From an optimization exercise on the open Yosys and OpenROAD flow, aimed at small area; shortcuts taken in it are not production practice.
In this exercise RTL edits were held to simulation tests only and were not proved equivalent to the original.
Power figures rest on the tool's default switching activity, not on a simulated workload.

== rev 12 ==
Design ddk_core, start of the top module:
module ddk_core(
        input   wire  SysClk,
        input   wire  SysRst,
        output  reg   RX1,
        input   wire  DataClk,
        input   wire  DataWe,
        input   wire  [15:0]  DATA,
        input   wire  [5:0]    CH3_IN,
        output  wire  [5:0]    CH3_OUT,
        output  wire  [5:0]    CH3_OE,
        input   wire  [5:0]    CH4_IN,
        output  wire  [5:0]    CH4_OUT,
        output  wire  [5:0]    CH4_OE,
        input   wire  [5:0]    CH5_IN,
        output  wire  [5:0]    CH5_OUT,
        output  wire  [5:0]    CH5_OE,
        input   wire  [5:0]    CH6_IN,
        output  wire  [5:0]    CH6_OUT,
        output  wire  [5:0]    CH6_OE,
        input   wire  [5:0]    CH7_IN,
        output  wire  [5:0]    CH7_OUT,
        output  wire  [5:0]    CH7_OE,
        input   wire  [5:0]    CH8_IN);
function [31:0] inc32;
  input [31:0] v;
  integer i;
  reg c;
  begin
    c = 1'b1;
    for (i = 0; i < 32; i = i + 1) begin
      inc32[i] = v[i] ^ c;
      c = c & v[i];
    end
  end
endfunction
reg dirty, clean, stb;
always @(posedge SysClk) begin
  dirty <= DataClk;
  clean <= dirty;
  stb   <= clean ^ dirty;
end
wire [7:0] adr  = DATA[15:8];
wire [7:0] wdat = DATA[7:0];
wire [3:0] hi   = adr[7:4];
wire [3:0] lo   = adr[3:0];
wire       wr   = stb & DataWe;
reg rd1, valid;
always @(posedge SysClk) begin
  if (SysRst) begin
    rd1   <= 1'b0;
    valid <= 1'b0;
  ...
For scale: ~2,400 cells after synthesis, roughly 120 I/O pins.
export LEC_CHECK = 0
export CAP_MARGIN = 20
export CORE_MARGIN = 2
export CORE_UTILIZATION = 40
export CTS_BUF_LIST = sky130_fd_sc_hd__clkbuf_16
export CTS_CLUSTER_DIAMETER = 100
export CTS_CLUSTER_SIZE = 24
export PLACE_DENSITY = 0.6
export SLEW_MARGIN = 20
create_clock -name core_clock -period 6.0 [get_ports {SysClk}]
standard.sh (not shown) runs the stock make flow with config.mk's settings and CLKGATE_MAP_FILE= SYNTH_SCRIPT=/design/flow/synth_recipe.tcl, a recipe that flattens the netlist after the stock synthesis.
==> flow/flow/run.sh <==
#!/bin/bash
# Standard ORFS layout, with the combinational logic of the standard synthesis re-mapped
# by ABC for area (registers untouched; the smallest of a few ABC scripts is kept) and the
# smallest buffer on the ports.
set -euo pipefail
W=$(pwd)
R=$W/orfs/results/$FLOW_PLATFORM/ddk_core/base
export LIB=$FLOW_HOME/platforms/$FLOW_PLATFORM/lib/sky130_fd_sc_hd__tt_025C_1v80.lib

# 1. standard synthesis
bash standard.sh synth > $W/1_synth_standard.log 2>&1
cp $R/1_2_yosys.v $W/1_2_yosys_standard.v

# 2. area re-mapping of the combinational logic
python3 flow/comb_lib.py $LIB $W/comb.lib > $W/comb_lib.log 2>&1
DU=""
for c in $(sed -n '/DONT_USE_CELLS/,/^$/p' $FLOW_HOME/platforms/$FLOW_PLATFORM/config.mk | grep -o 'sky130_fd_sc_hd__[a-z0-9_]*'); do DU="$DU -dont_use $c"; done
export DONT_USE_ARGS="$DU" COMB_LIB=$W/comb.lib NETLIST_IN=$W/1_2_yosys_standard.v
P="strash;dch;map -a;strash;dch;map -a;strash;&get -n"
SCRIPTS=()
for s in 0 42 7 13 21 77 3 99 5 11 17 29; do
  SCRIPTS+=("$P;&deepsyn -S $s -T 60;&put;dch;map -a")
done
SCRIPTS+=("strash;dch;map -a;strash;dch;map -a")
# run the candidates 4 at a time
for i in "${!SCRIPTS[@]}"; do
  (
    export ABC_SCRIPT="${SCRIPTS[$i]}" NETLIST_OUT=$W/remap_$i.v STAT_OUT=$W/remap_stat_$i.txt
    yosys -c flow/remap.tcl > $W/remap_$i.log 2>&1 || true
  ) &
  if (( i % 4 == 3 )); then wait; fi
done
wait
best=""; best_area=""
for i in "${!SCRIPTS[@]}"; do
  if [[ -s $W/remap_$i.v && -s $W/remap_stat_$i.txt ]]; then
    a=$(grep -i "chip area" $W/remap_stat_$i.txt | grep -o '[0-9.]*$')
    echo "script $i (${SCRIPTS[$i]}): $a" >> $W/remap_choice.log
    if [[ -z "$best" ]] || python3 -c "import sys; sys.exit(0 if $a < $best_area else 1)"; then
      best=$i; best_area=$a
    fi
  fi
done
echo "chosen: $best ($best_area)" >> $W/remap_choice.log
cp $W/remap_$best.v $R/1_2_yosys.v
touch $R/1_2_yosys.v
rm -f $W/comb.lib

# 3. the rest of the standard flow on the re-mapped netlist
export BUFFER_PORTS_ARGS="-buffer_cell sky130_fd_sc_hd__buf_1"
bash standard.sh finish > $W/2_to_6_standard.log 2>&1
Other scripts of this flow, unchanged in this note and not shown: flow/flow/comb_lib.py, flow/flow/remap.tcl
The following lists how rev 13 was set up differently from rev 12:
Settings: swapping 24 for 28 in CTS_CLUSTER_SIZE.
==> run notes <==
Rev 13 reached the end of the flow, and the finished layout is clean on the timing, DRC and antenna checks. Total area of multi-input combinational cells essentially unchanged between rev 13 and rev 12. Worst-case hold slack: lower on rev 12. Internal power summed over all cells (rev 13 vs. rev 12) decreases slightly. Going from rev 12 to rev 13, via count grows by about 0.6%.

ddk_core, a different RTL version from the one above (not shown whole).
Size in the first run: roughly 120 I/O pins, ~27000 µm² of cells after synthesis.
export LEC_CHECK = 0
export CAP_MARGIN = 20
export CORE_MARGIN = 2
export CORE_UTILIZATION = 40
export CTS_BUF_LIST = sky130_fd_sc_hd__clkbuf_4
export PLACE_DENSITY = 0.6
export SLEW_MARGIN = 20
create_clock -name core_clock -period 6.0 [get_ports {SysClk}]
run.sh (not shown) runs the stock make flow with config.mk's settings and CLKGATE_MAP_FILE= SYNTH_SCRIPT=/design/flow/synth_recipe.tcl, a recipe that flattens the netlist after the stock synthesis.
Stock flow here: none of the scripts above is used.
The starting point produced a clean layout.
Then changed:
--- a/flow/config.mk
+++ b/flow/config.mk
@@ -9,5 +9,6 @@
 export CORE_MARGIN = 2
 export CORE_UTILIZATION = 40
-export CTS_BUF_LIST = sky130_fd_sc_hd__clkbuf_4
+export CTS_BUF_LIST = sky130_fd_sc_hd__clkbuf_8
+export CTS_CLUSTER_SIZE = 20
 export PLACE_DENSITY = 0.6
 export SLEW_MARGIN = 20
Outcome: The changed run ran to the end with no violations; sequential power stays flat; routed wire length is lower by about 1.8%; hold slack is better by 39 ps; final cell count came out lower by 3.3%; area after synthesis is unchanged; clock power is about the same; clock-buffer cell count falls by 132; die area does not change; critical path depth does not change; synthesized cell count is unchanged.
Then changed:
--- a/flow/config.mk
+++ b/flow/config.mk
@@ -9,6 +9,4 @@
 export CORE_MARGIN = 2
 export CORE_UTILIZATION = 40
-export CTS_BUF_LIST = sky130_fd_sc_hd__clkbuf_8
-export CTS_CLUSTER_SIZE = 20
 export PLACE_DENSITY = 0.6
 export SLEW_MARGIN = 20
After rerunning: The new run finished with timing, DRC and antenna clean. Total power rose by 3.5%. Cell count decreases by 1.7%. Clock skew came out lower by 17 ps. Die area is unchanged. Cell area rises by 0.36%. Setup slack improves by 89 ps. Sequential power stays flat.

ddk_core again, from the RTL that the note above started with.
==> flow/config.mk <==
export PLATFORM = sky130hd
export DESIGN_NAME = ddk_core
export DESIGN_NICKNAME = ddk_core
export VERILOG_FILES = /design/flow/design.v
export SDC_FILE = /design/flow/constraint.sdc
export NUM_CORES = 4
export LEC_CHECK = 0
export CAP_MARGIN = 20
export CORE_MARGIN = 2
export CORE_UTILIZATION = 40
export CTS_BUF_LIST = sky130_fd_sc_hd__clkbuf_16
export CTS_CLUSTER_SIZE = 30
export PLACE_DENSITY = 0.6
export SLEW_MARGIN = 20
==> flow/constraint.sdc <==
create_clock -name core_clock -period 6.0 [get_ports {SysClk}]
set_input_delay 1.2000 -clock core_clock [delete_from_list [all_inputs] [get_ports {SysClk}]]
set_output_delay 1.2000 -clock core_clock [all_outputs]
set_load 0.01 [all_outputs]
The baseline completed with no timing, DRC or antenna violations.
==> next run, changes <==
- CTS_CLUSTER_DIAMETER: default -> 100
Cell area came out lower by about 4.4%.
Flip-flop and latch count stays the same.
Utilization came out lower by 2.1 points.
Total power came out lower by 17%.
Maximum frequency came out lower by about 1.8%.
Register-to-register slack is better by 0.02 ns.

Setup of run 1:
ddk_core, a different RTL version from the one above (not shown whole).
For scale: roughly 2400 cells after synthesis, ~120 I/O pins.
==> flow/config.mk <==
export PLATFORM = sky130hd
export DESIGN_NAME = ddk_core
export DESIGN_NICKNAME = ddk_core
export VERILOG_FILES = /design/flow/design.v
export SDC_FILE = /design/flow/constraint.sdc
export NUM_CORES = 4
export LEC_CHECK = 0
export CAP_MARGIN = 20
export CORE_MARGIN = 2
export CORE_UTILIZATION = 40
export CTS_BUF_LIST = sky130_fd_sc_hd__clkbuf_16
export CTS_CLUSTER_DIAMETER = 100
export CTS_CLUSTER_SIZE = 20
export PLACE_DENSITY = 0.6
export SLEW_MARGIN = 20
==> flow/constraint.sdc <==
create_clock -name core_clock -period 6.0 [get_ports {SysClk}]
set_input_delay 1.2000 -clock core_clock [delete_from_list [all_inputs] [get_ports {SysClk}]]
set_output_delay 1.2000 -clock core_clock [all_outputs]
set_load 0.01 [all_outputs]
standard.sh (not shown) runs the stock make flow with config.mk's settings and CLKGATE_MAP_FILE= SYNTH_SCRIPT=/design/flow/synth_recipe.tcl, a recipe that flattens the netlist after the stock synthesis.
==> flow/flow/run.sh <==
#!/bin/bash
# Standard ORFS layout, with the combinational logic of the standard synthesis re-mapped
# by ABC for area (registers untouched; the smallest of a few ABC scripts is kept) and the
# smallest buffer on the ports.
set -euo pipefail
W=$(pwd)
R=$W/orfs/results/$FLOW_PLATFORM/ddk_core/base
export LIB=$FLOW_HOME/platforms/$FLOW_PLATFORM/lib/sky130_fd_sc_hd__tt_025C_1v80.lib

# 1. standard synthesis
bash standard.sh synth > $W/1_synth_standard.log 2>&1
cp $R/1_2_yosys.v $W/1_2_yosys_standard.v

# 2. area re-mapping of the combinational logic
python3 flow/comb_lib.py $LIB $W/comb.lib > $W/comb_lib.log 2>&1
DU=""
for c in $(sed -n '/DONT_USE_CELLS/,/^$/p' $FLOW_HOME/platforms/$FLOW_PLATFORM/config.mk | grep -o 'sky130_fd_sc_hd__[a-z0-9_]*'); do DU="$DU -dont_use $c"; done
export DONT_USE_ARGS="$DU" COMB_LIB=$W/comb.lib NETLIST_IN=$W/1_2_yosys_standard.v
P="strash;dch;map -a;strash;dch;map -a;strash;&get -n"
SCRIPTS=()
for s in 0 42 7 13 21 77 3 99; do
  SCRIPTS+=("$P;&deepsyn -S $s -T 60;&put;dch;map -a")
done
SCRIPTS+=("strash;dch;map -a;strash;dch;map -a")
# run the candidates 4 at a time
for i in "${!SCRIPTS[@]}"; do
  (
    export ABC_SCRIPT="${SCRIPTS[$i]}" NETLIST_OUT=$W/remap_$i.v STAT_OUT=$W/remap_stat_$i.txt
    yosys -c flow/remap.tcl > $W/remap_$i.log 2>&1 || true
  ) &
  if (( i % 4 == 3 )); then wait; fi
done
wait
best=""; best_area=""
for i in "${!SCRIPTS[@]}"; do
  if [[ -s $W/remap_$i.v && -s $W/remap_stat_$i.txt ]]; then
    a=$(grep -i "chip area" $W/remap_stat_$i.txt | grep -o '[0-9.]*$')
    echo "script $i (${SCRIPTS[$i]}): $a" >> $W/remap_choice.log
    if [[ -z "$best" ]] || python3 -c "import sys; sys.exit(0 if $a < $best_area else 1)"; then
      best=$i; best_area=$a
    fi
  fi
done
echo "chosen: $best ($best_area)" >> $W/remap_choice.log
cp $W/remap_$best.v $R/1_2_yosys.v
touch $R/1_2_yosys.v
rm -f $W/comb.lib

# 3. the rest of the standard flow on the re-mapped netlist
export BUFFER_PORTS_ARGS="-buffer_cell sky130_fd_sc_hd__buf_1"
bash standard.sh finish > $W/2_to_6_standard.log 2>&1
Other scripts of this flow, unchanged in this note and not shown: flow/flow/comb_lib.py, flow/flow/remap.tcl
Input changes introduced in run 2 (baseline for comparison: run 1):
- CORE_UTILIZATION now 55, was 40
- PLACE_DENSITY now 0.7, was 0.6
- CTS_CLUSTER_SIZE now 24, was 20
- CTS_CLUSTER_DIAMETER now 60, was 100
diff --git a/flow/flow/run.sh b/flow/flow/run.sh
--- a/flow/flow/run.sh
+++ b/flow/flow/run.sh
@@ -19,5 +19,5 @@
 P="strash;dch;map -a;strash;dch;map -a;strash;&get -n"
 SCRIPTS=()
-for s in 0 42 7 13 21 77 3 99; do
+for s in 0 42 7 13 21 77 3 99 5 11 17 29 31 55 63 88; do
   SCRIPTS+=("$P;&deepsyn -S $s -T 60;&put;dch;map -a")
 done
Results
Between run 2 and run 1, it is run 2 whose number of search-and-repair iterations in the first detailed-routing pass is lower, by 2. Combinational power (run 1 / run 2): 1.08. Post-synthesis cell count across run 2 and run 1: no real change. [run 2 vs run 1] met1 routing resource usage after global routing: higher in run 2.
The following lists how run 3 was set up differently from run 2:
- CORE_UTILIZATION: 55 -> 40
- PLACE_DENSITY: 0.7 -> 0.6
- CTS_CLUSTER_DIAMETER: 60 -> 100
diff --git a/flow/flow/run.sh b/flow/flow/run.sh
--- a/flow/flow/run.sh
+++ b/flow/flow/run.sh
@@ -19,5 +19,5 @@
 P="strash;dch;map -a;strash;dch;map -a;strash;&get -n"
 SCRIPTS=()
-for s in 0 42 7 13 21 77 3 99 5 11 17 29 31 55 63 88; do
+for s in 0 42 7 13 21 77 3 99; do
   SCRIPTS+=("$P;&deepsyn -S $s -T 60;&put;dch;map -a")
 done
Results
Synthesized instance count of run 2 is on par with run 3.
Compared with run 2, run 3 shows a global-route wire length before repair that is about 3.7% higher.
Changes observed in run 3 relative to run 2: post-route cell area ~0 delta; relative contribution of sequential cells to total power +2.7 points; combined buffer and inverter count along the critical path -4.
Compare run 2 and run 3 | area growth from synthesis to final layout higher: run 2
Run 3 against run 2: worst hold slack -0.0050 ns, delay contributed by the slowest stage of the critical path shows no meaningful change.

[what the ideal ports hide]
How much do the figures lean on ideal ports? The routed layouts below were timed once more, with nothing changed but the port constraints.
Step 1 (the two cells are an assumption about what drives the block):
set clk [get_ports {SysClk}]
set_driving_cell -lib_cell sky130_fd_sc_hd__clkbuf_16 $clk
set_driving_cell -lib_cell sky130_fd_sc_hd__buf_2 [delete_from_list [all_inputs] $clk]
Step 2 adds t to the input delays and takes it off the output delays; t is the mean of the earliest and latest rising clock arrival at the registers after step 1. Input paths then give back, and output paths get back, about the clock's delay inside the block.
Three values: ideal, step 1, step 2; two values: the first two.
run	t, ns	slack for setup (ns)	hold slack, ns	worst slew at a driven data input, ns	pins driven straight from the clock port
rev 12	0.627	0.730 / 0.730 / 0.730	0.314 / 0.314 / 0.314	0.08	1
rev 13	0.692	0.712 / 0.712 / 0.712	0.319 / 0.319 / 0.319	0.08	1
the first run of note 2	1.069	1.831 / 1.771 / 1.628	0.278 / 0.278 / 0.278	0.10	1
the second run of note 2	0.771	2.167 / 2.103 / 1.635	0.317 / 0.317 / 0.317	0.10	1
the third run of note 2	0.688	2.256 / 2.191 / 1.659	0.312 / 0.312 / 0.312	0.09	1
the first run of note 3	0.689	2.246 / 2.181 / 1.673	0.314 / 0.314 / 0.314	0.09	1
the second run of note 3	0.700	2.177 / 2.114 / 1.677	0.325 / 0.325 / 0.325	0.09	1
run 1	0.673	0.956 / 0.956 / 0.956	0.317 / 0.317 / 0.317	0.10	1
run 2	0.659	0.938 / 0.938 / 0.938	0.323 / 0.323 / 0.323	0.08	1
run 3	0.657	0.923 / 0.923 / 0.923	0.318 / 0.318 / 0.318	0.09	1
After both steps every run listed still meets setup and hold. For the third run of note 2, which loses most, drivers alone change the setup slack by -0.065 ns; drivers and shift together by -0.597 ns.
